What follows belongs to an exercise in optimizing a design on an open flow for small area, a short achievable clock period and few clock cycles; a production flow would make more cautious choices. Only simulation tests tie the RTL to the original design; equivalence was not proved. No activity file was given, so power comes from the tool's default toggle rates.

<file path="design/flow/config.mk">
export PLATFORM = sky130hd
export DESIGN_NAME = FBCPU
export DESIGN_NICKNAME = FBCPU
export VERILOG_FILES = /design/flow/design.v
export SDC_FILE = /design/flow/constraint.sdc
export NUM_CORES = 4
export LEC_CHECK = 0
export CAP_MARGIN = 20
export CORE_MARGIN = 2
export CORE_UTILIZATION = 40
export SLEW_MARGIN = 20
</file>
<file path="design/flow/run.sh">
#!/bin/bash
# synth_recipe.tcl (not shown) runs the flow's synth.tcl, then flattens the netlist and writes it again
# the make line also repeats each setting of config.mk as NAME=value (left out here)
make -C /OpenROAD-flow-scripts/flow DESIGN_CONFIG=/design/flow/config.mk WORK_HOME=/design/flow/orfs CLKGATE_MAP_FILE= SYNTH_SCRIPT=/design/flow/synth_recipe.tcl finish
</file>
<file path="design/flow/design.v">
`timescale 1ns / 1ps
module FBCPU #(
    parameter ADDRESS_WIDTH = 6,
    parameter DATA_WIDTH = 10
)(
    input clk, 
    input rst, 
    output reg [DATA_WIDTH-1:0] MDRIn, 
    output reg RAMWr, 
    output reg [ADDRESS_WIDTH-1:0] MAR, 
    input [DATA_WIDTH-1:0] MDROut, 
    output reg [5:0] PC,
    output HLT
);
reg [DATA_WIDTH - 1:0] IR, IRNext;
reg [5:0] PCNext;
reg [9:0] ACC, ACCNext;
reg [2:0] durum, durumNext;
assign HLT = (durum == 4);
always@(posedge clk) begin
    durum       <= durumNext;
    PC          <= PCNext;
    IR          <= IRNext;
    ACC         <= ACCNext;
end
always@(*) begin
    durumNext   = durum;
    PCNext      = PC;
    IRNext      = IR;
    ACCNext     = ACC;
    MAR         = 0;
    RAMWr       = 0;
    MDRIn       = 0;
    if(rst) begin
        durumNext   = 0;
        PCNext      = 0;
        MAR         = 0;
        RAMWr       = 0;
        IRNext      = 0;
        ACCNext     = 0;
        MDRIn       = 0;
    end else begin
        case(durum)
            0: begin
                MAR = PC;
                RAMWr = 0;
                durumNext = durum + 1;
            end
            1: begin
                IRNext = MDROut;
                PCNext = PC + 1;
                durumNext = durum + 1;
            end
            2: begin
				if(IR[9:6] < 6) begin
                    MAR = IR[5:0];
                    durumNext = 3;
                end else if(IR[9:6] ==  6) begin
                    PCNext = IR[5:0];
                    durumNext = 0;
                end else if(IR[9:6] == 7) begin
                    if(ACC == 0) begin
                        PCNext = IR[5:0];
                    end
                    durumNext = 0;
                end else if(IR[9:6] == 8) begin
                    durumNext = 0;
                end else begin
                    durumNext = 4;
                end
            end
            3: begin
				durumNext = 0;
                RAMWr = 0;
                MAR = 0;
                if(IR[9:6]==0) begin
                    ACCNext = MDROut;
                end else if(IR[9:6] ==  1) begin
                    MAR = IR[5:0];
                    RAMWr = 1;
                    MDRIn = ACC;
                end else if(IR[9:6] ==  2) begin
                    ACCNext = ACC + MDROut;
                end else if(IR[9:6] ==  3) begin
                    ACCNext = ACC - MDROut;
                end else if(IR[9:6] ==  4) begin
                    ACCNext = ACC * MDROut;
                end else if(IR[9:6] ==  5) begin
                    ACCNext = (MDROut == 0) ? 10'h3FF : ACC / MDROut;
                end
            end
            4: begin
                durumNext = durum;
				PCNext = PC;
				IRNext = IR;
				ACCNext = ACC;
				MAR = 0;
				MDRIn = 0;
				RAMWr = 0;
            end
        endcase
    end
end
endmodule
</file>
<file path="design/flow/constraint.sdc">
create_clock -name core_clock -period 20.0 [get_ports {clk}]
set_input_delay 4.0000 -clock core_clock [delete_from_list [all_inputs] [get_ports {clk}]]
set_output_delay 4.0000 -clock core_clock [all_outputs]
set_load 0.01 [all_outputs]
</file>
==> impl_metrics.env, run 1 <==
export IMPL_drt_iter0_drc=480
export IMPL_leakage_nw=3.37
export IMPL_synth_xor_area_frac=0.0705
export IMPL_vias=6390
export IMPL_cp_required_ns=20.17
export IMPL_cts_setup_buffers=0
export IMPL_gr_total_overflow=0
export IMPL_grt_util_all_layers=0.234
export IMPL_async_flop_share=0
export IMPL_register_area_um2=581
export IMPL_die_area_um2=17400
export IMPL_drc=0
export IMPL_cts_root_buffer="clkbuf_16"
export IMPL_post_route_period_util=0.944
export IMPL_worstSetupStartpointType="input pin"
export IMPL_min_from="IR[5]"
export IMPL_path_max_fanout=13
export IMPL_avgSynthCellArea_um2=7.53
export IMPL_finish_utilization=0.459
export IMPL_numClockSinks=29
export IMPL_max_stage_delay_ns=0.47
export IMPL_ios=36
export IMPL_setup_tns_ns=0
export IMPL_synthAdderAreaFrac=0.277
export IMPL_slowest_stage="or4_1"
export IMPL_hpwl_mm=15.7
export IMPL_port_buffers=35
export IMPL_synth_cell_types=78
export IMPL_rows=46
export IMPL_synth_area_um2=6530
export IMPL_synthFlopType="dfxtp_1"
export IMPL_status="finished clean"
export IMPL_startpoint="MDROut[7]"
export IMPL_criticalPathCategory="input pin to flip-flop"
export IMPL_firstDrtPassIters=5
export IMPL_wl_mm=20.3
export IMPL_die_w_um=132
export IMPL_nets=1031
export IMPL_multi_input_area_um2=5510
export IMPL_clk_latency_ns=0.28
export IMPL_cts_tree="built"
export IMPL_setup_viol=0
export IMPL_fin_crit_ns=18.89
export IMPL_arrival_ns=19.06
export IMPL_end_kind="flip-flop"
export IMPL_rsz0062_at_grt="no"
export IMPL_crit_buf_inv=7
export IMPL_core_area_um2=15900
export IMPL_synth_compound_area_frac=0.221
export IMPL_grt_pass1_wl_mm=32.7
export IMPL_syn_num_nets=1009
export IMPL_ys_seq_area_frac=0.0889
export IMPL_antenna_found_initial=0
export IMPL_slew_viol_final=0
export IMPL_fillCellCount=1650
export IMPL_synth_yosys_warnings=1
export IMPL_clock_skew_ns=0.00746
export IMPL_grt_pass1_vias=5999
export IMPL_path_delay_family="compound AO/OA/AOI/OAI gates"
export IMPL_initial_core_util=0.410
export IMPL_max_freq_mhz=52.9
export IMPL_syn_inst=867
export IMPL_clk_pin_slew_ns=0.05
export IMPL_hold_viol=0
export IMPL_cts_max_level=2
export IMPL_synthMuxAreaShare=0.0468
export IMPL_synth_seq_cells=29
export IMPL_layout_drive_gt1_share=0.0775
export IMPL_maxCapViolCount=0
export IMPL_slew_headroom=0.465
export IMPL_r2r_start="ACC[9]"
export IMPL_vdd_drop_max_mv=0.0343
export IMPL_path_common_cell="ha_1"
export IMPL_detail_route_antenna_nets=0
export IMPL_synth_edf_count=0
export IMPL_antenna_cells=0
export IMPL_routabilityCongestion=0.908
export IMPL_cts_buffer_depth=2
export IMPL_synth_simple_area_share=0.226
export IMPL_synth_top_family_by_area="adder cells"
export IMPL_area_delta_synth_final_pct=12.1
export IMPL_numCtsBuffers=5
export IMPL_power_density_nw_per_um2=71.8
export IMPL_die_h_um=132
export IMPL_wire_per_inst_um=18.4
export IMPL_hold_path_class="flip-flop to flip-flop"
export IMPL_tightest_slew_ns=0.800
export IMPL_grt_start_max_net_pins=35
export IMPL_routed_via_density=5.78
[worst min-delay path: stages (launching register included)]
cell and delay [ns]:
dfxtp_1 0.33, nand2_1 0.06, a21oi_1 0.05
[timing repair]
action                                 in CTS  in global routing
setup endpoints to repair                   0                  1
endpoints found under the hold margin       0                  0
resized for setup                           0                  1
hold buffers                                0                  0
[cell usage after synthesis (all sizes together), types with 19 or more instances]
| cell type | count | area (µm²) |
|---|---|---|
| ha | 106 | 1330 |
| nand2 | 90 | 340 |
| nor2 | 82 | 308 |
| inv | 68 | 255 |
| a21oi | 56 | 288 |
| o21ai | 37 | 189 |
| clkbuf | 32 | 120 |
| xnor2 | 31 | 272 |
| dfxtp | 29 | 581 |
| nor3 | 26 | 151 |
| fa | 24 | 480 |
| and2 | 22 | 138 |
| xor2 | 19 | 166 |
[final timing paths]
check	endpoint	slack (ns)	cells past startpoint
max	ACC[0]	1.11	65
min	IR[5]	0.49	2
max reg2reg	ACC[0]	5.30	62
min reg2reg	IR[5]	0.49	2
[per-layer routing]
layer  up-vias  share of wire  track usage
met4         0          0.029       0.0646
met2       226           0.43        0.367
met3        41          0.068       0.0311
li1       3118              -            -
met5         -              0            0
met1      3005           0.47        0.337
[sequential cells by signal, summed over array words and instances (netlist names)]
| signal | flops |
|---|---|
| durum | 3 |
| ACC | 10 |
| IR | 10 |
| PC | 6 |
[layout make-up]
cell class / count / share of cell area
Timing Repair Buffer: 59 / 0.0725
Clock inverter: 1 / 0.00410
Inverter: 69 / 0.0354
Clock buffer: 7 / 0.0195
Sequential cell: 29 / 0.0793
Multi-Input combinational cell: 725 / 0.752
Tap cell: 216 / 0.0369
[report_power, final]
part / internal (W) / total [W] / leakage (nW) / switching, W
logic: 0.000142 / 0.000348 / 3.05 / 0.000206
clock network: 0.0000622 / 0.0000899 / 0.0841 / 0.0000278
registers: 0.0000690 / 0.0000881 / 0.236 / 0.0000191
total: 0.000273 / 0.000526 / 3.37 / 0.000253
[cell usage in the layout, fill, tap and decap left out, drive strengths merged, types with 7 or more instances in the layout]
cell           synthesis  layout
clkbuf                32       7
nand2                 90      90
inv                   68      68
or3                   10      10
and3                  11      11
clkdlybuf4s50          0      35
nor2b                 11      11
ha                   106     106
xnor2                 31      31
nor4                   8       8
xor2                  19      19
o21a                  12      12
a21o                  13      13
nor2                  82      82
fa                    24      24
a31oi                 11      11
a211oi                13      13
nand3                 16      16
nand2b                 8       8
nor3                  26      26
buf                   12      24
and2                  22      22
o31ai                  8       8
mux2                  16      16
a21oi                 56      56
a22oi                 12      12
dfxtp                 29      29
mux2i                 11      11
o211ai                10      10
o21ai                 37      37
[logic make-up (layout without fill, tap and decap cells)]
logic type / after synthesis / in the layout
AND/OR/NAND/NOR: 303 / 303
AO/OA/AOI/OAI: 214 / 214
adder cells (fa/ha/maj): 130 / 130
buffers and inverters: 113 / 136
XOR/XNOR: 51 / 51
flip-flops: 29 / 29
multiplexers: 27 / 27
[per-stage QoR]
| stage | cell area (µm²) | total power [W] | instances | hold slack, ns | setup WS, ns |
|---|---|---|---|---|---|
| final | 7320 | 0.000526 | 1106 | 0.487 | 1.11 |
| after global routing | 7320 | 0.000572 | 1106 | 0.510 | 0.000473 |
| after floorplan | 6530 | 0.000338 | 867 | 0.449 | 2.51 |
| after global placement | 7140 | 0.000431 | 1098 | 0.475 | 1.25 |
| after CTS | 7310 | 0.000522 | 1106 | 0.488 | 1.13 |
| after detailed placement | 7140 | 0.000430 | 1098 | 0.481 | 0.882 |
Testbench counts, summed over its fixed seeds: cycles 180,667.
==> run 2: changes to the inputs <==
==> design/flow/design.v (replaced) <==
`timescale 1ns / 1ps
module FBCPU #(
    parameter ADDRESS_WIDTH = 6,
    parameter DATA_WIDTH = 10
)(
    input clk,
    input rst,
    output reg [DATA_WIDTH-1:0] MDRIn,
    output reg RAMWr,
    output reg [ADDRESS_WIDTH-1:0] MAR,
    input [DATA_WIDTH-1:0] MDROut,
    output reg [5:0] PC,
    output HLT
);
reg        dec;         
reg        hlt;         
reg        xv;          
reg  [2:0] xop;         
reg  [9:0] ACC;
reg        busy;
reg        mmul;        
reg        ph2;         
reg  [9:0] P;           
reg [10:0] A;           
reg  [3:0] k;           
assign HLT = hlt;
wire [3:0] op    = MDROut[9:6];
wire [5:0] a     = MDROut[5:0];
wire memop = ~op[3] & ~(op[2] & op[1]);
wire isSTO = (op == 4'd1);
wire isJMP = (op == 4'd6);
wire isJZ  = (op == 4'd7);
wire isHLT = op[3] & (op[2] | op[1] | op[0]);
wire accz  = (ACC == 10'd0);
wire md_last = busy & (mmul ? (ACC[9:1] == 9'd0) : (ph2 & (k == 4'd1)));
wire stall = (isSTO | isJZ) ? busy : (memop & busy & ~md_last);
wire taken = isJMP | (isJZ & accz);
wire go    = dec & ~stall;
always @(*) begin
    MDRIn = ACC;
    RAMWr = go & isSTO & ~rst;
    if (go & (memop | taken))
        MAR = a;
    else if (go)
        MAR = PC + 6'd1;
    else
        MAR = PC;
end
wire [10:0] ysel  = mmul ? (ACC[0] ? {1'b0, A[9:0]} : 11'd0)
                         : ~(ph2 ? {1'b0, A[10:1]} : A);
wire [11:0] msum  = {2'b0, P} + {1'b0, ysel} + {11'd0, ~mmul};
wire        ge    = msum[11];       
wire [10:0] adiff = {1'b0, ACC} - {1'b0, MDROut};
wire        mdz   = (MDROut == 10'd0);
always @(posedge clk) begin
    if (rst) begin
        dec  <= 1'b0;
        hlt  <= 1'b0;
        xv   <= 1'b0;
        busy <= 1'b0;
        PC   <= 6'd0;
        ACC  <= 10'd0;
    end else begin
        if (busy) begin
            if (mmul) begin
                if (ACC[9:1] == 9'd0) begin
                    ACC  <= msum[9:0];
                    busy <= 1'b0;
                end else begin
                    P   <= msum[9:0];
                    A   <= {A[9:0], 1'b0};
                    ACC <= {1'b0, ACC[9:1]};
                end
            end else if (!ph2) begin
                if (ge) begin
                    A <= {A[9:0], 1'b0};
                    k <= k + 4'd1;
                end else begin
                    ph2 <= 1'b1;
                end
            end else begin
                if (ge) P <= msum[9:0];
                ACC <= {ACC[8:0], ge};
                A   <= {1'b0, A[10:1]};
                k   <= k - 4'd1;
                if (k == 4'd1) busy <= 1'b0;
            end
        end
        if (hlt) begin
        end else if (!dec) begin
            dec <= 1'b1;
            if (xv) begin
                case (xop)
                    3'd0: ACC <= MDROut;
                    3'd2: ACC <= ACC + MDROut;
                    3'd3: ACC <= adiff[9:0];
                    3'd4: begin
                        if (ACC[9:1] == 9'd0) begin
                            ACC <= ACC[0] ? MDROut : 10'd0;
                        end else begin
                            P    <= ACC[0] ? MDROut : 10'd0;
                            A    <= {MDROut, 1'b0};
                            ACC  <= {1'b0, ACC[9:1]};
                            mmul <= 1'b1;
                            busy <= 1'b1;
                        end
                    end
                    3'd5: begin
                        if (mdz) begin
                            ACC <= 10'h3FF;
                        end else if (adiff[10]) begin
                            ACC <= 10'd0;           
                        end else begin
                            P    <= ACC;
                            A    <= {MDROut, 1'b0};
                            k    <= 4'd1;
                            ACC  <= 10'd0;
                            mmul <= 1'b0;
                            ph2  <= 1'b0;
                            busy <= 1'b1;
                        end
                    end
                    default: ;
                endcase
            end
        end else if (!stall) begin
            if (memop) begin
                PC  <= PC + 6'd1;
                dec <= 1'b0;
                xv  <= ~isSTO;
                xop <= op[2:0];
            end else if (taken) begin
                PC  <= a;
                xv  <= 1'b0;
            end else if (isHLT) begin
                PC  <= PC + 6'd1;
                hlt <= 1'b1;
                dec <= 1'b0;
            end else begin
                PC  <= PC + 6'd1;
                xv  <= 1'b0;
            end
        end
    end
end
endmodule
==> run 2 against run 1 <==
Effect of this change:
- critical endpoint is now MAR[3]
- sequential cell count up 21
- hold slack better by 0.027 ns
- cell count down 25%
- setup slack better by 8.3 ns
- area after synthesis down 20%
- largest power group is now sequential cells
- die area down 20%
- power down 38%
==> impl_metrics.env, run 2 <==
export IMPL_slew_viol_final=0
export IMPL_routed_via_density=6.47
export IMPL_whs_path_depth=2
export IMPL_drc=0
export IMPL_power_frac_seq=0.393
export IMPL_post_route_period_util=0.532
export IMPL_cts_buffer_depth=2
export IMPL_largest_register_ffs=11
export IMPL_gr_total_overflow=0
export IMPL_synthFlopType="edfxtp_1"
export IMPL_area_delta_synth_final_pct=11.3
export IMPL_vdd_drop_max_mv=0.0311
export IMPL_worst_path_stages=7
export IMPL_rows=41
export IMPL_mostFrequentLayoutCells="nor2_1, nand2_1, a21oi_1, o21ai_0, clkdlybuf4s50_1"
export IMPL_layout_drive_gt1_share=0.0487
export IMPL_yosysMostFrequentCell="nor2_1"
export IMPL_yosys_top_cells_area="edfxtp_1, dfxtp_1, ha_1"
export IMPL_combPwrFrac=0.313
export IMPL_arrival_ns=6.64
export IMPL_end_kind="primary output"
export IMPL_cts_root_buffer="clkbuf_16"
export IMPL_clk_pin_slew_ns=0.07
export IMPL_clk_latency_ns=0.30
export IMPL_hpwl_mm=12.6
export IMPL_regMostFlops="A"
export IMPL_netlist_area_leader_share=0.173
export IMPL_yosys_top_cells_count="nor2_1, nand2_1, a21oi_1"
export IMPL_slowest_stage="clkdlybuf4s50_1"
export IMPL_numClockSinks=50
export IMPL_r2r_slack_ns=15.18
export IMPL_synth_cell_types=69
export IMPL_path_max_fanout=14
export IMPL_synth_seq_cells=50
export IMPL_cts_max_level=2
export IMPL_post_cts_resized=0
export IMPL_cts_setup_buffers=0
export IMPL_max_stage_delay_ns=0.76
export IMPL_clock_skew_ns=0.00277
export IMPL_grt_pass1_wl_mm=27.1
export IMPL_initial_core_util=0.410
export IMPL_routabilityCongestion=0.892
export IMPL_wire_per_inst_um=20.7
export IMPL_setup_tns_ns=0
export IMPL_reg_largest_list="A: 11 flops, ACC: 10 flops, P: 10 flops"
export IMPL_path_common_cell="clkdlybuf4s50_1"
export IMPL_crit_buf_inv=2
export IMPL_r2r_start="mmul"
export IMPL_hold_path_class="flip-flop to flip-flop"
export IMPL_cp_required_ns=16.00
export IMPL_synth_yosys_warnings=1
export IMPL_min_from="PC[5]"
export IMPL_status="finished clean"
export IMPL_worstReg2RegEnd="P[9]"
export IMPL_worstSetupStartpointType="input pin"
export IMPL_wl_mm=17.2
export IMPL_whs_endpoint="PC[5]"
export IMPL_reg2reg_depth=11
export IMPL_leakage_nw=2.07
export IMPL_final_common_cell="nor2_1"
export IMPL_detail_route_antenna_nets=0
export IMPL_die_w_um=118
export IMPL_syn_inst=657
export IMPL_synth_edf_count=30
export IMPL_avgSynthCellArea_um2=7.91
export IMPL_p_switching_w=0.000114
export IMPL_port_buffers=35
export IMPL_nets=704
export IMPL_critical_path_cell_chain="clkdlybuf4s50_1, nand2_1, o21ai_1, nor2_1, a31oi_1, o22a_1, clkdlybuf4s50_1"
export IMPL_cts_hold_buf=0
export IMPL_sw_frac_of_total=0.347
export IMPL_cts_tree="built"
export IMPL_tightest_slew_ns=1.03
export IMPL_numCtsBuffers=5
export IMPL_die_area_um2=13900
export IMPL_async_flop_share=0
export IMPL_ys_seq_area_frac=0.251
export IMPL_power_internal_w=0.000214
export IMPL_yosys_area_top_type="edfxtp_1"
export IMPL_synth_area_um2=5190
export IMPL_hold_viol=0
export IMPL_path_delay_family="buffers and inverters"
export IMPL_criticalPathCategory="input pin to primary output"
export IMPL_die_h_um=118
export IMPL_grt_pass1_vias=5000
export IMPL_antenna_found_initial=1
export IMPL_drt_iter0_drc=761
export IMPL_max_freq_mhz=94.0
export IMPL_power_density_nw_per_um2=56.7
export IMPL_maxCapViolCount=0
export IMPL_ios=36
export IMPL_setup_viol=0
export IMPL_vias=5374
export IMPL_fin_crit_ns=10.64
export IMPL_grt_util_all_layers=0.240
export IMPL_post_dp_cell_area_um2=5600
export IMPL_syn_num_nets=705
export IMPL_design_area_um2=5780
export IMPL_core_area_um2=12700
export IMPL_clkPwrFrac=0.294
export IMPL_grt_start_max_net_pins=31
export IMPL_rsz0062_at_grt="no"
export IMPL_slew_headroom=0.316
export IMPL_firstDrtPassIters=6
-- run 2: cell count changes in the layout (fill, tap and decap cells not counted), moves of 20 or more --
cell | before | now
inv_1 | 68 | 30
xnor2_1 | 31 | 9
nand2_1 | 89 | 53
fa_1 | 24 | 4
o22ai_1 | 3 | 25
nor2_1 | 82 | 58
edfxtp_1 | 0 | 30
ha_1 | 106 | 32
-- run 2: how the worst max path moves through the flow --
stage               slack [ns]  startpoint     end
global placement          9.52   MDROut[7]  MAR[5]
floorplan                10.60   MDROut[7]   RAMWr
CTS                       9.44   MDROut[7]  MAR[3]
global route              9.17   MDROut[7]  MAR[3]
detailed placement        9.45   MDROut[7]  MAR[3]
finish                    9.36   MDROut[7]  MAR[3]
-- run 2: area by class of cell --
class / instances / area, µm²
clock inverter: 2 / 17.5
multi-input combinational: 524 / 3560
timing repair buffer: 44 / 418
antenna: 1 / 2.50
tap: 172 / 215
sequential: 50 / 1300
clock buffer: 6 / 150
inverter: 31 / 116
fill: 1282 / 6890
-- run 2: power by group through the flow --
stage	logic (W)	registers, W	clock network (W)
after floorplan	0.0000753	0.000124	0
after global placement	0.0000992	0.000130	0
after detailed placement	0.000100	0.000131	0
after CTS	0.000101	0.000128	0.0000980
after global routing	0.000113	0.000130	0.000100
final	0.000103	0.000129	0.0000963
-- run 2: worst register-to-register path: stages, from the launching register on --
cell	delay, ns
edfxtp_1	0.33
buf_4	0.30
clkinv_1	0.53
nor2_1	0.72
a22o_1	0.32
ha_1	0.26
a211oi_1	0.29
nor4_1	0.12
nor3_1	0.75
o32ai_2	0.46
mux2i_1	0.31
o22ai_1	0.12
-- run 2: logic make-up after synthesis --
group           share of synthesized area
compound gates                      0.314
fa+ha+maj                          0.0925
simple gates                        0.186
buf+inv                            0.0660
xor+xnor                           0.0304
flops                               0.251
mux                                0.0607
-- run 2: per-stage QoR --
stage	total power, W	cells	setup slack (ns)	utilization	hold WS, ns
finish	0.000328	830	9.36	0.456	0.514
global route	0.000343	829	9.17	0.456	0.551
CTS	0.000328	828	9.44	0.455	0.512
detailed placement	0.000231	820	9.45	0.442	0.502
global placement	0.000230	820	9.52	0.442	0.489
floorplan	0.000199	657	10.60	-	0.452
-- run 2: layer usage --
layer / up-vias / part of all wire / wire (µm) / GRT usage
met5: - / 0 / 0 / 0
met4: 0 / 0.028 / 474 / 0.0761
met3: 41 / 0.083 / 1430 / 0.0300
met2: 290 / 0.45 / 7790 / 0.385
met1: 2545 / 0.44 / 7480 / 0.335
li1: 2498 / - / - / -
Testbench counts of run 2, summed over its fixed seeds: cycles 108,927.
==> run 3: changes to the inputs <==
==> design/flow/design.v (replaced) <==
`timescale 1ns / 1ps
module FBCPU #(
    parameter ADDRESS_WIDTH = 6,
    parameter DATA_WIDTH = 10
)(
    input clk,
    input rst,
    output reg [DATA_WIDTH-1:0] MDRIn,
    output reg RAMWr,
    output reg [ADDRESS_WIDTH-1:0] MAR,
    input [DATA_WIDTH-1:0] MDROut,
    output reg [5:0] PC,
    output HLT
);
reg        dec;         
reg        hlt;         
reg  [2:0] xop;         
reg  [9:0] ACC;
reg        busy;
reg        mmul;        
reg        ph2;         
reg  [9:0] P;           
reg [10:0] A;           
reg  [3:0] k;           
assign HLT = hlt;
wire [3:0] op    = MDROut[9:6];
wire [5:0] a     = MDROut[5:0];
wire memop = ~op[3] & ~(op[2] & op[1]);
wire isSTO = (op == 4'd1);
wire isJZ  = (op == 4'd7);
wire isHLT = op[3] & (op[2] | op[1] | op[0]);
wire accz  = (ACC == 10'd0);
wire md_last = mmul ? (P[9:1] == 9'd0) : (ph2 & (k == 4'd1));
wire wait_rd = busy & ~md_last;       
wire wait_ac = busy;                  
wire stall = ~op[3] & (op[2] & op[1] ? (op[0] & wait_ac)
                                     : (isSTO ? wait_ac : wait_rd));
wire use_a = ~op[3] & ~stall & ~(op[2] & op[1] & op[0] & ~accz);
always @(*) begin
    MDRIn = ACC;
    RAMWr = dec & isSTO & ~wait_ac & ~rst;
    if (dec & use_a)
        MAR = a;
    else if (dec & ~stall)
        MAR = PC + 6'd1;
    else
        MAR = PC;
end
wire [10:0] yb  = busy ? ((~mmul & ph2) ? {1'b0, A[10:1]} : A) : {1'b0, MDROut};
wire        inv = busy ? ~mmul : xop[0];
wire        ym  = ~busy | ~mmul | P[0];
wire [10:0] y   = inv ? ~yb : (ym ? yb : 11'd0);
reg  [11:0] c;
reg  [10:0] s;
integer i;
always @(*) begin
    c[0] = inv;
    for (i = 0; i < 11; i = i + 1) begin
        s[i]   = (i < 10 ? ACC[i] : 1'b0) ^ y[i] ^ c[i];
        c[i+1] = ((i < 10 ? ACC[i] : 1'b0) & y[i]) | (c[i] & ((i < 10 ? ACC[i] : 1'b0) ^ y[i]));
    end
end
wire ge  = c[11];                     
wire mdz = (MDROut == 10'd0);
always @(posedge clk) begin
    if (rst) begin
        dec  <= 1'b0;
        hlt  <= 1'b0;
        xop  <= 3'd1;
        busy <= 1'b0;
        PC   <= 6'd0;
        ACC  <= 10'd0;
    end else begin
        if (busy) begin
            if (mmul) begin
                ACC <= s[9:0];
                P   <= {1'b0, P[9:1]};
                A   <= {A[9:0], 1'b0};
                if (P[9:1] == 9'd0) busy <= 1'b0;
            end else if (!ph2) begin
                if (ge) begin
                    A <= {A[9:0], 1'b0};
                    k <= k + 4'd1;
                end else begin
                    ph2 <= 1'b1;
                end
            end else begin
                if (k == 4'd1) begin
                    ACC  <= {P[8:0], ge};
                    busy <= 1'b0;
                end else if (ge) begin
                    ACC <= s[9:0];
                end
                P <= {P[8:0], ge};
                A <= {1'b0, A[10:1]};
                k <= k - 4'd1;
            end
        end
        if (hlt) begin
        end else if (!dec) begin
            dec <= 1'b1;
            case (xop)
                3'd0: ACC <= MDROut;
                3'd2, 3'd3: ACC <= s[9:0];
                3'd4: begin
                    ACC <= ACC[0] ? MDROut : 10'd0;
                    if (ACC[9:1] != 9'd0) begin
                        P    <= {1'b0, ACC[9:1]};
                        A    <= {MDROut, 1'b0};
                        mmul <= 1'b1;
                        busy <= 1'b1;
                    end
                end
                3'd5: begin
                    if (mdz) begin
                        ACC <= 10'h3FF;
                    end else if (!ge) begin
                        ACC <= 10'd0;           
                    end else begin
                        P    <= 10'd0;
                        A    <= {MDROut, 1'b0};
                        k    <= 4'd1;
                        mmul <= 1'b0;
                        ph2  <= 1'b0;
                        busy <= 1'b1;
                    end
                end
                default: ;
            endcase
        end else if (!stall) begin
            if (memop) begin
                PC  <= PC + 6'd1;
                dec <= 1'b0;
                xop <= op[2:0];
            end else if (use_a) begin
                PC  <= a;
            end else if (isHLT) begin
                PC  <= PC + 6'd1;
                hlt <= 1'b1;
                dec <= 1'b0;
            end else begin
                PC  <= PC + 6'd1;
            end
        end
    end
end
endmodule
==> run 3 against run 2 <==
Effect of this change:
- still clean
- clock power fell by 3.0%
- final area fell by 11%
- combinational power barely moved
- clock skew rose by 0.0064 ns
- critical path type is now input pin to flip-flop
- setup slack got worse by 0.27 ns
- utilization rose by 1.2 points
==> impl_metrics.env, run 3 <==
export IMPL_grt_pass1_wl_mm=25.1
export IMPL_grt_util_all_layers=0.253
export IMPL_nets=595
export IMPL_power_frac_seq=0.395
export IMPL_mostFrequentLayoutCells="a21oi_1, nand2_1, nor2_1, clkdlybuf4s50_1, o21ai_0"
export IMPL_drc=0
export IMPL_netlist_area_leader_share=0.178
export IMPL_grt_use_met3=0.0344
export IMPL_slew_viol_final=0
export IMPL_synth_area_um2=4560
export IMPL_design_area_um2=5140
export IMPL_grt_pass1_vias=4382
export IMPL_clock_skew_ns=0.00912
export IMPL_syn_num_nets=590
export IMPL_rsz0062_at_grt="no"
export IMPL_yosysMostFrequentCell="a21oi_1"
export IMPL_synth_seq_cells=49
export IMPL_max_stage_delay_ns=0.69
export IMPL_yosys_area_top_type="edfxtp_1"
export IMPL_maxCapViolCount=0
export IMPL_ios=36
export IMPL_area_delta_synth_final_pct=12.7
export IMPL_cts_buffer_depth=2
export IMPL_end_kind="flip-flop"
export IMPL_reg_largest_list="A: 11 flops, ACC: 10 flops, P: 10 flops"
export IMPL_die_area_um2=12300
export IMPL_path_common_cell="fa_1"
export IMPL_hpwl_mm=10.8
export IMPL_port_buffers=35
export IMPL_grtUsageMet1=0.350
export IMPL_syn_inst=564
export IMPL_sw_frac_of_total=0.345
export IMPL_regMostFlops="A"
export IMPL_max_freq_mhz=91.6
export IMPL_gr_total_overflow=0
export IMPL_synth_edf_count=27
export IMPL_final_common_cell="a21oi_1"
export IMPL_synth_cell_types=72
export IMPL_yosys_top_cells_count="a21oi_1, nand2_1, clkbuf_1"
export IMPL_path_max_fanout=21
export IMPL_routed_via_density=6.73
export IMPL_cts_root_buffer="clkbuf_16"
export IMPL_post_dp_cell_area_um2=4970
export IMPL_wl_mm=15.9
export IMPL_vdd_drop_max_mv=0.0359
export IMPL_clkPwrFrac=0.290
export IMPL_worstSetupStartpointType="input pin"
export IMPL_busiest_layer="met2"
export IMPL_slowest_stage="a31oi_2"
export IMPL_die_h_um=111
export IMPL_tightest_slew_ns=1.13
export IMPL_detail_route_antenna_nets=0
export IMPL_fin_crit_ns=10.91
export IMPL_antenna_cells=0
export IMPL_synth_yosys_warnings=1
export IMPL_cts_max_level=2
export IMPL_cp_required_ns=20.05
export IMPL_layout_drive_gt1_share=0.0772
export IMPL_critical_path_cell_chain="clkdlybuf4s50_1, xor2_1, nand2_1, o21ai_0, fa_1, fa_1, fa_1, fa_1, fa_1, fa_1, fa_1, fa_1, fa_1, inv_1, fa_1, o21ba_2, o211a_1, a31oi_2, mux2_2"
export IMPL_cts_setup_buffers=0
export IMPL_drt_iter0_drc=550
export IMPL_cts_tree="built"
export IMPL_routabilityCongestion=0.930
export IMPL_ys_seq_area_frac=0.275
export IMPL_combPwrFrac=0.314
export IMPL_avgSynthCellArea_um2=8.08
export IMPL_post_cts_resized=0
export IMPL_arrival_ns=10.96
export IMPL_power_internal_w=0.000211
export IMPL_p_switching_w=0.000111
export IMPL_wire_per_inst_um=22.4
export IMPL_vias=4775
export IMPL_initial_core_util=0.415
export IMPL_clk_latency_ns=0.29
export IMPL_core_area_um2=11000
export IMPL_async_flop_share=0
export IMPL_numClockSinks=49
export IMPL_yosys_top_cells_area="edfxtp_1, dfxtp_1, a21oi_1"
export IMPL_use_met2=0.409
export IMPL_setup_tns_ns=0
export IMPL_largest_register_ffs=11
export IMPL_leakage_nw=1.71
export IMPL_power_density_nw_per_um2=62.7
export IMPL_grt_start_max_net_pins=54
export IMPL_status="finished clean"
export IMPL_synthFlopType="edfxtp_1"
export IMPL_hold_path_class="flip-flop to flip-flop"
export IMPL_clk_pin_slew_ns=0.07
export IMPL_antenna_found_initial=0
export IMPL_firstDrtPassIters=5
export IMPL_numCtsBuffers=5
export IMPL_hold_viol=0
export IMPL_slew_headroom=0.244
export IMPL_criticalPathCategory="input pin to flip-flop"
export IMPL_cts_hold_buf=0
export IMPL_post_route_period_util=0.546
export IMPL_rows=38
export IMPL_die_w_um=111
export IMPL_setup_viol=0
run 3: changes by cell type after synthesis, moves of 9 or more:
cell,before,now
a21oi_1,46,58
o311ai_0,1,10
o21ai_0,42,32
nor2_1,58,35
ha_1,32,4
nand3_1,22,9
nor3_1,25,12
a21boi_0,0,9
inv_1,30,17
mux2i_1,27,0
a211oi_1,6,19
a211o_1,0,9
a221o_1,10,0
o22ai_1,25,10
run 3: logic make-up after synthesis:
logic type / share of synthesized area
fa+ha+maj: 0.0549
compound gates: 0.387
buf+inv: 0.0555
xor+xnor: 0.0269
flops: 0.275
simple gates: 0.184
mux: 0.0173
run 3: power groups by stage:
stage | logic [W] | clock network [W] | registers, W
floorplan | 0.0000678 | 0 | 0.000125
global placement | 0.0000976 | 0 | 0.000129
detailed placement | 0.0000984 | 0 | 0.000129
CTS | 0.0000993 | 0.0000944 | 0.000127
global route | 0.000110 | 0.0000984 | 0.000128
finish | 0.000101 | 0.0000934 | 0.000127
run 3: layout make-up:
| cell class | instances | area [µm²] |
|---|---|---|
| fill | 1108 | 5850 |
| tap | 140 | 175 |
| clock buffer | 7 | 154 |
| sequential | 49 | 1250 |
| multi-input combinational | 449 | 3050 |
| clock inverter | 1 | 3.75 |
| inverter | 18 | 67.6 |
| timing repair buffer | 46 | 430 |
run 3: final timing paths:
kind	startpoint	to	slack (ns)	cells past startpoint
setup / recovery	MDROut[0]	A[7]	9.09	19
hold / removal	PC[4]	PC[4]	0.54	2
setup reg to reg	busy	A[7]	12.20	19
hold reg to reg	PC[4]	PC[4]	0.54	2
run 3: per-layer routing:
layer  vias up  share of wire
li1       2192              -
met1      2317           0.43
met2       229           0.47
met3        37          0.071
met4         0          0.028
met5         -              0
run 3: metrics by stage:
step | setup slack, ns | hold slack, ns | std cells | util | total power [W]
CTS | 9.11 | 0.540 | 709 | 0.467 | 0.000321
global route | 8.72 | 0.565 | 710 | 0.468 | 0.000337
detailed placement | 8.82 | 0.527 | 701 | 0.453 | 0.000228
global placement | 8.83 | 0.521 | 700 | 0.452 | 0.000227
finish | 9.09 | 0.540 | 710 | 0.468 | 0.000322
floorplan | 10.32 | 0.523 | 564 | - | 0.000192
run 3: critical path: cells and delay by family:
family	cells	cell delay [ns]
fa+ha+maj	10	4.13
compound gates	4	1.47
buf+inv	2	0.63
mux	1	0.41
xor+xnor	1	0.20
simple gates	1	0.09
Testbench counts of run 3, summed over its fixed seeds: cycles 108,927.
==> run 4: changes to the inputs <==
--- a/design/flow/config.mk
+++ b/design/flow/config.mk
@@ -5,6 +5,7 @@
 export SDC_FILE = /design/flow/constraint.sdc
 export NUM_CORES = 4
 export LEC_CHECK = 0
+export ABC_AREA = 1
 export CAP_MARGIN = 20
 export CORE_MARGIN = 2
 export CORE_UTILIZATION = 40
==> run 4 against run 3 <==
Effect of this change:
- critical path type is now input pin to primary output
- critical endpoint is now MAR[0]
- count of clock-buffer cells in the layout rose by 1
- clock power fell by 22%
- setup slack improved by 0.19 ns
- register-to-register slack improved by 0.07 ns
- via count fell by 2.3%
- sequential share of layout area rose by 1.2 points
- largest cell class unchanged
- hold slack got worse by 0.036 ns
- wire length fell by 8.2%
- synthesized cell count rose by 16%
==> impl_metrics.env, run 4 <==
export IMPL_synthFlopType="edfxtp_1"
export IMPL_slew_headroom=0.512
export IMPL_multi_input_area_um2=2570
export IMPL_hold_viol=0
export IMPL_synth_xor_area_frac=0.0121
export IMPL_firstDrtPassIters=5
export IMPL_hpwl_mm=10.9
export IMPL_criticalPathCategory="input pin to primary output"
export IMPL_die_h_um=108
export IMPL_port_buffers=35
export IMPL_cp_required_ns=16.00
export IMPL_cts_tree="built"
export IMPL_min_from="xop[2]"
export IMPL_ios=36
export IMPL_finalHoldWorstSlack_ns=0.504
export IMPL_core_area_um2=10700
export IMPL_numClockSinks=49
export IMPL_cts_root_buffer="clkbuf_8"
export IMPL_syn_inst=653
export IMPL_grt_pass1_wl_mm=23.2
export IMPL_setup_viol=0
export IMPL_async_flop_share=0
export IMPL_syn_num_nets=679
export IMPL_reg_largest_list="A: 11 flops, ACC: 10 flops, P: 10 flops"
export IMPL_leakage_nw=2.20
export IMPL_post_route_period_util=0.536
export IMPL_vias=4667
export IMPL_gr_total_overflow=0
export IMPL_status="finished clean"
export IMPL_drc=0
export IMPL_vdd_drop_max_mv=0.0391
export IMPL_antenna_found_initial=0
export IMPL_synth_seq_cells=49
export IMPL_avgSynthCellArea_um2=6.65
export IMPL_grt_start_max_net_pins=39
export IMPL_r2r_start="mmul"
export IMPL_largest_register_ffs=11
export IMPL_mostFrequentLayoutCells="nand2_1, inv_1, o21ai_0, nand3_1, nor2_1"
export IMPL_fillCellCount=1132
export IMPL_yosysMostFrequentCell="nand2_1"
export IMPL_grt_util_all_layers=0.255
export IMPL_worstSetupStartpointType="input pin"
export IMPL_fin_crit_ns=10.73
export IMPL_cts_buffer_depth=2
export IMPL_drt_iter0_drc=477
export IMPL_wire_per_inst_um=17.9
export IMPL_end_kind="primary output"
export IMPL_whs_endpoint="xop[2]"
export IMPL_arrival_ns=6.73
export IMPL_detail_route_antenna_nets=0
export IMPL_place_ws_ns=9.08
export IMPL_tightest_slew_ns=0.727
export IMPL_clk_pin_slew_ns=0.10
export IMPL_worst_slack_ns=9.27
export IMPL_clk_latency_ns=0.32
export IMPL_post_cts_resized=0
export IMPL_synth_edf_count=27
export IMPL_synth_simple_area_share=0.276
export IMPL_layout_drive_gt1_share=0.0504
export IMPL_cts_max_level=2
export IMPL_die_area_um2=11700
export IMPL_yosys_top_cells_count="nand2_1, inv_1, o21ai_0"
export IMPL_cts_hold_buf=0
export IMPL_power_density_nw_per_um2=67.6
export IMPL_yosys_top_cells_area="edfxtp_1, nand2_1, dfxtp_1"
export IMPL_whs_path_depth=2
export IMPL_ys_seq_area_frac=0.288
export IMPL_yosys_area_top_type="edfxtp_1"
export IMPL_setup_tns_ns=0
export IMPL_maxCapViolCount=0
export IMPL_slew_viol_final=0
export IMPL_rows=38
export IMPL_path_max_fanout=12
export IMPL_r2r_slack_ns=12.27
export IMPL_area_delta_synth_final_pct=12.7
export IMPL_synth_cell_types=37
export IMPL_synth_yosys_warnings=1
export IMPL_hold_path_class="flip-flop to flip-flop"
export IMPL_antenna_cells=0
export IMPL_numCtsBuffers=5
export IMPL_synth_compound_area_frac=0.247
export IMPL_wl_mm=14.6
export IMPL_final_common_cell="nand2_1"
export IMPL_synthMuxAreaShare=0
export IMPL_netlist_area_leader_share=0.187
export IMPL_max_freq_mhz=93.2
export IMPL_die_w_um=108
export IMPL_register_area_um2=1250
export IMPL_synthAdderAreaFrac=0.0576
export IMPL_routed_via_density=5.73
export IMPL_clock_skew_ns=0.0131
export IMPL_synth_top_family_by_area="simple AND/OR/NAND/NOR gates"
export IMPL_cts_setup_buffers=0
export IMPL_reg2reg_depth=26
export IMPL_rsz0062_at_grt="no"
export IMPL_initial_core_util=0.406
export IMPL_routabilityCongestion=0.993
export IMPL_synth_area_um2=4340
export IMPL_regMostFlops="A"
export IMPL_nets=700
export IMPL_worstReg2RegEnd="A[9]"
export IMPL_grt_pass1_vias=4237
-- run 4: cell count changes in the layout (fill, tap and decap cells not counted), sizes merged, moves of 14 or more --
cell	delta
o22ai	+17
a22oi	-15
a211oi	-16
nand3	+41
o21ai	+24
nand2	+127
o221ai	+14
inv	+90
a21oi	-15
-- run 4: critical path, cell delays in order --
cell and delay, ns:
clkdlybuf4s50_1 0.68, nor2_1 0.11, inv_1 0.09, nor3_1 0.06, o21ai_0 0.15, nand2_1 0.09, nor2_1 0.36, nand2_1 0.34
o22ai_1 0.27, clkdlybuf4s50_1 0.57
-- run 4: per-stage QoR --
step           cells   util  area, µm²  power [W]
2_1_floorplan    653      -       4340   0.000211
4_1_cts          815  0.457       4890   0.000328
3_3_place_gp     807  0.447       4780   0.000257
5_1_grt          815  0.457       4890   0.000351
6_report         815  0.457       4890   0.000331
3_5_place_dp     807  0.447       4780   0.000257
-- run 4: report_power, final --
group	internal, W	switching [W]
Sequential	0.000117	0.0000123
Combinational	0.0000481	0.0000805
Clock	0.0000359	0.0000366
-- run 4: worst max path at each step --
stage	end	slack (ns)	cells past startpoint	start
4_1_cts	MAR[0]	9.33	10	MDROut[8]
3_5_place_dp	A[9]	9.08	25	MDROut[0]
3_3_place_gp	A[9]	9.26	25	MDROut[0]
2_1_floorplan	A[10]	10.54	27	MDROut[0]
6_report	MAR[0]	9.27	10	MDROut[8]
5_1_grt	A[9]	8.97	25	MDROut[0]
-- run 4: cell type report --
cell class | count | area share
inverter | 108 | 0.0829
timing repair buffer | 38 | 0.0762
tap | 140 | 0.0358
sequential | 49 | 0.256
multi-input combinational | 472 | 0.526
clock buffer | 8 | 0.0228
-- run 4: per-layer routing --
metal,GRT usage,part of all wire,vias to the layer above,wire length (µm)
met2,0.384,0.44,223,6440
li1,-,-,2254,-
met1,0.378,0.47,2173,6900
met5,0,0,-,0
met4,0.0513,0.011,0,157
met3,0.0506,0.076,17,1110
-- run 4: cells by family after synthesis --
kind of cell / Yosys count
buffers and inverters: 132
XOR/XNOR: 6
AND/OR/NAND/NOR: 282
AO/OA/AOI/OAI: 170
adder cells (fa/ha/maj): 14
flip-flops: 49

## port drivers added, routing unchanged
No port has a modelled driver above. Below, the same layouts with a new extraction and two added sets of constraints. Step 1: set_driving_cell puts a clkbuf_16 on clk and a buf_2 on each other input, an assumption about the parent block. Step 2 adds t to the input delays and takes it off the output delays; t is the mean of the earliest and latest rising clock arrival at the registers after step 1. Input paths then give back, and output paths get back, about the clock's delay inside the block. a / b / c = ideal / step 1 / step 2; a / b = the first two.
run	t (ns)	setup slack, ns	clock arrival spread, ns	worst slew at a driven data input, ns
run 1	0.309	1.110 / 1.119 / 0.810	0.009 / 0.008	0.03
run 2	0.332	9.362 / 9.339 / 9.339	0.003 / 0.002	0.04
run 3	0.330	9.088 / 9.107 / 8.777	0.009 / 0.009	0.04
run 4	0.349	9.274 / 9.250 / 9.028	0.013 / 0.013	0.03
After both steps setup and hold are still met in every run listed. For run 3, which loses most, drivers alone change the setup slack by +0.019 ns; drivers and shift together by -0.311 ns.
